Background: an optimization exercise with open tools, aiming at small area, a short achievable clock period and few clock cycles per item. Do not read the settings as production practice. The RTL was checked by simulation tests, not by an equivalence proof against the original design. No activity file was given, so power comes from the tool's default toggle rates.

## run 1
// add_up
module add_up(
    input [14:0] in,
    output [17:0] out1,output [17:0] out2,
    output [17:0] out4,output [17:0] out3,
    input clk,
    input rst,
    input in_valid,
    output in_ready,
    output out_valid
    );
Size in the first run: about 4900 cells after synthesis, about 880 flip-flops, ~92 I/O pins, ~52000 sq um of cells after synthesis.
==> flow/config.mk <==
export PLATFORM = sky130hd
export DESIGN_NAME = add_up
export DESIGN_NICKNAME = add_up
export VERILOG_FILES = /design/flow/design.v
export SDC_FILE = /design/flow/constraint.sdc
export NUM_CORES = 8
export LEC_CHECK = 0
export ABC_CLOCK_PERIOD_IN_PS = 3500
export CAP_MARGIN = 20
export CORE_MARGIN = 2
export CORE_UTILIZATION = 40
export GPL_TIMING_DRIVEN = 1
export SETUP_SLACK_MARGIN = 5
export SLEW_MARGIN = 20
==> flow/constraint.sdc <==
create_clock -name core_clock -period 9.0 [get_ports {clk}]
set_input_delay 1.8000 -clock core_clock [delete_from_list [all_inputs] [get_ports {clk}]]
set_output_delay 1.8000 -clock core_clock [all_outputs]
set_load 0.01 [all_outputs]
standard.sh (not shown) runs the stock make flow with config.mk's settings and CLKGATE_MAP_FILE= SYNTH_SCRIPT=/design/flow/synth_recipe.tcl, a recipe that flattens the netlist after the stock synthesis.
==> flow/flow/run.sh <==
#!/bin/bash
# Standard layout, repair of the worst paths aiming at a 3 ns period, plain buffers on the ports.
set -o pipefail
bash standard.sh SETUP_SLACK_MARGIN=6 TNS_END_PERCENT=5 "BUFFER_PORTS_ARGS=-buffer_cell sky130_fd_sc_hd__buf_2" finish > standard.log 2>&1
Testbench counts of run 1, summed over its fixed seeds: cycles 5,304, blocks 320.
> inputs changed (run 1 -> run 2)
# run 1
export LEC_CHECK = 0
export ABC_CLOCK_PERIOD_IN_PS = 3500
export CAP_MARGIN = 20
export CORE_MARGIN = 2
export CORE_UTILIZATION = 40
export GPL_TIMING_DRIVEN = 1
export SETUP_SLACK_MARGIN = 5
export SLEW_MARGIN = 20
create_clock -name core_clock -period 9.0 [get_ports {clk}]
# run 2
export LEC_CHECK = 0
export ABC_CLOCK_PERIOD_IN_PS = 3500
export CAP_MARGIN = 50
export CORE_MARGIN = 2
export CORE_UTILIZATION = 30
export SETUP_SLACK_MARGIN = 5
export SLEW_MARGIN = 50
create_clock -name core_clock -period 9.0 [get_ports {clk}]
==> comparison <==
- Run 2 | status: complete | timing, DRC, antenna: pass
- Run 2: power density relative to cell area about 0.5% below run 1
- Diff run 1 -> run 2: worst endpoint data arrival time shows no meaningful change; met3 capacity usage during global routing shows a reduction of 0.66 points.
Modified inputs, run 3 compared to run 2
# run 2
export LEC_CHECK = 0
export ABC_CLOCK_PERIOD_IN_PS = 3500
export CAP_MARGIN = 50
export CORE_MARGIN = 2
export CORE_UTILIZATION = 30
export SETUP_SLACK_MARGIN = 5
export SLEW_MARGIN = 50
create_clock -name core_clock -period 9.0 [get_ports {clk}]
# run 3
export LEC_CHECK = 0
export ABC_CLOCK_PERIOD_IN_PS = 3500
export CAP_MARGIN = 0
export CORE_MARGIN = 2
export CORE_UTILIZATION = 40
export SETUP_SLACK_MARGIN = 5
export SLEW_MARGIN = 0
create_clock -name core_clock -period 9.0 [get_ports {clk}]
[summary]
- Run 3: clock-buffer cell count lower than run 2
- The final reports for run 3 and run 2 show total routing usage reported by global routing higher in the former.
- Taking run 3 over run 2, the number of well-tap cells placed ratio works out to 0.74.
- Summary: with run 2 as the reference, power drawn by the combinational cells in run 3 moved down slightly.
What run 4 does differently from run 3 at the input level:
# run 3
export LEC_CHECK = 0
export ABC_CLOCK_PERIOD_IN_PS = 3500
export CAP_MARGIN = 0
export CORE_MARGIN = 2
export CORE_UTILIZATION = 40
export SETUP_SLACK_MARGIN = 5
export SLEW_MARGIN = 0
create_clock -name core_clock -period 9.0 [get_ports {clk}]
# run 4
export LEC_CHECK = 0
export ABC_CLOCK_PERIOD_IN_PS = 3500
export CAP_MARGIN = 20
export CORE_MARGIN = 2
export CORE_UTILIZATION = 40
export CTS_CLUSTER_DIAMETER = 150
export CTS_CLUSTER_SIZE = 20
export SETUP_SLACK_MARGIN = 5
export SLEW_MARGIN = 20
create_clock -name core_clock -period 9.0 [get_ports {clk}]
Findings:
Run 4 vs. run 3: final instance area moved down, critical path's largest stage delay higher.
As of run 4, clock-buffer cell count had fallen by more than a quarter compared to run 3.
Against run 3, run 4 comes in 1 lower on number of diodes added for antenna fixing.
Diff run 3..run 4 | post-detailed-route via-to-cell ratio | negligible
Clock network fraction of total power for run 4: 9.2 points down relative to run 3
Total power sits lower in run 4 than in run 3.
Going from run 3 to run 4, sequential share of layout area grows by 1.2 points.
Across both runs, global-route wire length before repair was lower for run 4 than for run 3.
Status: highest attainable clock frequency parity (run 4, run 3)
Diff run 3 -> run 4 | leakage power | down by a few percent

Starting RTL as in the previous note.
==> flow/config.mk <==
export PLATFORM = sky130hd
export DESIGN_NAME = add_up
export DESIGN_NICKNAME = add_up
export VERILOG_FILES = /design/flow/design.v
export SDC_FILE = /design/flow/constraint.sdc
export NUM_CORES = 8
export LEC_CHECK = 0
export ABC_CLOCK_PERIOD_IN_PS = 3500
export CAP_MARGIN = 20
export CORE_MARGIN = 2
export CORE_UTILIZATION = 40
export CTS_CLUSTER_DIAMETER = 80
export CTS_CLUSTER_SIZE = 30
export SETUP_SLACK_MARGIN = 5
export SLEW_MARGIN = 20
==> flow/constraint.sdc <==
create_clock -name core_clock -period 9.0 [get_ports {clk}]
set_input_delay 1.8000 -clock core_clock [delete_from_list [all_inputs] [get_ports {clk}]]
set_output_delay 1.8000 -clock core_clock [all_outputs]
set_load 0.01 [all_outputs]
Scripts as last shown in full above: flow/flow/run.sh
The starting point produced a clean layout.
Testbench counts at the start, summed over its fixed seeds: cycles 5,304, blocks 320.
Then changed:
Settings changed: CTS_CLUSTER_DIAMETER 80 to not set, CTS_CLUSTER_SIZE 30 to not set, PLACE_DENSITY set to 0.75.
The new run finished with timing, DRC and antenna clean.
Cell count goes up by 0.80%.
Wire length decreases by 1.2%.
Via count climbs by 2.8%.
Final area rises by 1.8%.
Worst setup slack loses 0.021 ns.
Count of clock-buffer cells in the layout grows by 56.
Sequential power barely changes.
Fmax shrinks by about 0.7%.
Then changed:
==> flow/flow/run.sh (replaced) <==
#!/bin/bash
# Standard layout, repair of the worst paths aiming at a 3 ns period, plain buffers on the ports.
set -o pipefail
bash standard.sh SETUP_SLACK_MARGIN=6.2 TNS_END_PERCENT=5 "BUFFER_PORTS_ARGS=-buffer_cell sky130_fd_sc_hd__buf_2" finish > standard.log 2>&1
Settings changed: CTS_CLUSTER_DIAMETER set to 100, CTS_CLUSTER_SIZE set to 20, PLACE_DENSITY 0.75 to not set.
Wire length rises by 3.3%.
Total power falls by 8.4%.
Worst setup slack improved by 0.14 ns.
Synthesized area is unchanged.
Critical path depth is unchanged.
Count of clock-buffer cells in the layout falls by 23.
Sequential cell count is unchanged.
Then changed:
==> flow/flow/run.sh (replaced) <==
#!/bin/bash
# Standard layout, repair of the worst paths aiming at a 3 ns period, plain buffers on the ports.
set -o pipefail
bash standard.sh SETUP_SLACK_MARGIN=6 TNS_END_PERCENT=5 "BUFFER_PORTS_ARGS=-buffer_cell sky130_fd_sc_hd__buf_2" finish > standard.log 2>&1
Settings changed: CORE_UTILIZATION 40 to 55, CTS_CLUSTER_DIAMETER 100 to not set, CTS_CLUSTER_SIZE 20 to not set.
Outcome:
- setup slack got worse by 0.11 ns
- count of clock-buffer cells in the layout came out higher by 41
- design area came out higher slightly
- combinational power falls by a few percent
- via count hardly moves
- maximum frequency fell by a few percent
- total power rose by roughly a tenth
- routed wire length came out higher by a few percent
- first-iteration DRC count climbs by a few percent
Then changed:
==> flow/flow/run.sh (replaced) <==
#!/bin/bash
# Standard layout, repair of the worst paths aiming at a 3 ns period, plain buffers on the ports.
set -o pipefail
bash standard.sh SETUP_SLACK_MARGIN=6 TNS_END_PERCENT=5 "BUFFER_PORTS_ARGS=-buffer_cell sky130_fd_sc_hd__buf_4" finish > standard.log 2>&1
Settings changed: CORE_UTILIZATION 55 to 40, CTS_CLUSTER_DIAMETER set to 100, CTS_CLUSTER_SIZE set to 20.
Result: Die area increases by 37%. Design area decreases by about 2.8%. Via count decreases by about 1.2%. Routed wire length decreases by 3.3%. Power decreases by 13%. Sequential power stays flat. Utilization decreases by 18 points. Worst setup slack got worse by 0.0059 ns. Worst hold slack improved by 0.0044 ns.

Another version of the RTL of add_up (not shown whole).
Size in the first run: ~4,200 cells after synthesis, about 680 flip-flops, about 92 I/O pins, roughly 46,000 um2 of cells after synthesis.
## add_up
module add_up(
    input [14:0] in,
    output [17:0] out1,output [17:0] out2,
    output [17:0] out4,output [17:0] out3,
    input clk,
    input rst,
    input in_valid,
    output in_ready,
    output out_valid
    );
assign in_ready = 1'b1;
reg  [3:0]  cnt;         
reg         dir;         
reg         pact;        
reg  [3:0]  pj;          
wire        take  = in_valid & ~rst;
wire        shift = take | (pact & (cnt == 4'd0));    
wire        pv    = shift & pact;                     
always @(posedge clk) begin
    if (rst) begin
        cnt <= 4'd0; pj <= 4'd0; dir <= 1'b0; pact <= 1'b0;
    end else begin
        if (pv) begin
            pj <= pj + 4'd1;
            if (pj == 4'd15) pact <= 1'b0;
        end
        if (take) begin
            cnt <= cnt + 4'd1;
            if (cnt == 4'd15) begin
                dir <= ~dir; pact <= 1'b1; pj <= 4'd0;
            end
        end
    end
end
wire [15:0] p;           
dct_array ua(.clk(clk), .shift(shift), .dir(dir), .smp(in), .p(p));
wire [3:0] x0b, x2b;     
wire [7:0] db;           
dct_serial us(.clk(clk), .pv(pv), .first(pj == 4'd0), .p(p), .x0b(x0b), .x2b(x2b), .db(db));
wire [3:0] a0 = {x0b[0], x0b[1], x0b[2], x0b[3]};      
wire [3:0] a2 = {x2b[0], x2b[1], x2b[2], x2b[3]};
wire [7:0] a1 = {db[0], db[1], db[2], db[3], db[4], db[5], db[6], db[7]};
reg  [7:0] XO [0:3];     
reg  [7:0] XE [0:3];     
reg  [3:0] V;            
reg  [3:0] J [0:3];      
integer i;
always @(posedge clk) begin
    XO[0] <= (pj == 4'd15) ? ~a1 : a1; XE[0] <= {a0, a2}; J[0] <= pj;
    for (i = 1; i < 4; i = i + 1) begin XO[i] <= XO[i - 1]; XE[i] <= XE[i - 1]; J[i] <= J[i - 1]; end
    if (rst) V <= 4'd0;
    else     V <= {V[2:0], pv};
end
wire [12:0] res [0:15];  
reg  [3:0]  fin;         
genvar k;
generate
    for (k = 0; k < 4; k = k + 1) begin : grp
        wire [13:0] c0w, c2w, h1, l1, h3, l3;
  ...
export LEC_CHECK = 0
export ABC_CLOCK_PERIOD_IN_PS = 3500
export CAP_MARGIN = 50
export CORE_MARGIN = 2
export CORE_UTILIZATION = 40
export SETUP_SLACK_MARGIN = 5
export SLEW_MARGIN = 50
create_clock -name core_clock -period 9.0 [get_ports {clk}]
==> flow/flow/run.sh <==
#!/bin/bash
# Standard layout, repair of the worst paths aiming at a 3 ns period, plain buffers on the ports.
set -o pipefail
bash standard.sh SETUP_SLACK_MARGIN=6 TNS_END_PERCENT=5 "BUFFER_PORTS_ARGS=-buffer_cell sky130_fd_sc_hd__buf_2" finish > standard.log 2>&1
Testbench counts at the start, summed over its fixed seeds: cycles 5,296, blocks 320.
Change:
==> flow/flow/run.sh (replaced) <==
#!/bin/bash
# Standard layout, with repair aiming at a 3 ns period and plain buffers on the ports.
set -o pipefail
bash standard.sh SETUP_SLACK_MARGIN=6 "BUFFER_PORTS_ARGS=-buffer_cell sky130_fd_sc_hd__buf_2" finish > standard.log 2>&1
Effect: Clock-buffer cell count came out higher by 13. Global-route usage grows by 0.81 points. Die area does not change. Clock skew hardly moves. Final area goes up by 6.7%. Setup slack gains 82 ps. Non-clock buffer count came out higher by 154. Total power rose by 6.3%.
Change:
==> flow/run.sh (new file) <==
#!/bin/bash
# synth_recipe.tcl (not shown) runs the flow's synth.tcl, then flattens the netlist and writes it again
# the make line also repeats each setting of config.mk as NAME=value (left out here)
make -C /OpenROAD-flow-scripts/flow DESIGN_CONFIG=/design/flow/config.mk WORK_HOME=/design/flow/orfs CLKGATE_MAP_FILE= SYNTH_SCRIPT=/design/flow/synth_recipe.tcl finish
removed: flow/flow/run.sh
removed: flow/standard.sh
The changed run went through all stages and came out clean. Utilization drops by 4.4 points. Worst hold slack got worse by 13 ps. Routed wire length goes down by 7.7%.

==> what the ideal ports hide <==
In the flow no input, the clock included, has a driving cell. The finished layouts below were timed again as built, in two steps. Step 1 sets driving cells, clkbuf_16 on the clock port and buf_2 on the other inputs (assumed; they add their load-dependent delay and slew). Step 2 times the ports against the registers' clock, not the clock port: input delays grow and output delays shrink by t, the midpoint of the rising clock arrivals with the driver on. a / b / c = ideal / step 1 / step 2; a / b = the first two.
run | shift t [ns] | setup WS [ns] | hold WS [ns] | worst data-port slew with drivers (ns) | cell pins on the clock port's net
run 1 | 0.771 | 5.920 / 5.851 / 5.370 | 0.361 / 0.361 / 0.361 | 0.06 | 1
run 2 | 0.800 | 5.929 / 5.855 / 5.208 | 0.381 / 0.381 / 0.381 | 0.07 | 1
run 3 | 0.774 | 5.896 / 5.828 / 5.380 | 0.395 / 0.395 / 0.395 | 0.06 | 1
run 4 | 0.750 | 5.903 / 5.831 / 5.389 | 0.392 / 0.392 / 0.392 | 0.07 | 1
the first run of note 2 | 0.742 | 5.921 / 5.845 / 5.421 | 0.392 / 0.392 / 0.392 | 0.07 | 1
the second run of note 2 | 0.760 | 5.899 / 5.834 / 5.276 | 0.354 / 0.354 / 0.354 | 0.05 | 1
the third run of note 2 | 0.744 | 6.035 / 5.963 / 5.514 | 0.390 / 0.390 / 0.390 | 0.06 | 1
the fourth run of note 2 | 0.754 | 5.922 / 5.853 / 5.219 | 0.388 / 0.388 / 0.388 | 0.05 | 1
the fifth run of note 2 | 0.749 | 5.916 / 5.848 / 5.322 | 0.393 / 0.393 / 0.393 | 0.03 | 1
the first run of note 3 | 0.725 | 5.182 / 5.182 / 5.078 | 0.345 / 0.345 / 0.345 | 0.07 | 1
the second run of note 3 | 0.714 | 5.264 / 5.264 / 5.264 | 0.365 / 0.365 / 0.365 | 0.06 | 1
the third run of note 3 | 0.714 | 5.020 / 5.020 / 4.788 | 0.352 / 0.352 / 0.352 | 0.08 | 1
After both steps setup and hold are still met in every run listed. The setup slack of run 2, which loses most, moves by -0.074 ns with the drivers and by -0.721 ns with both steps.
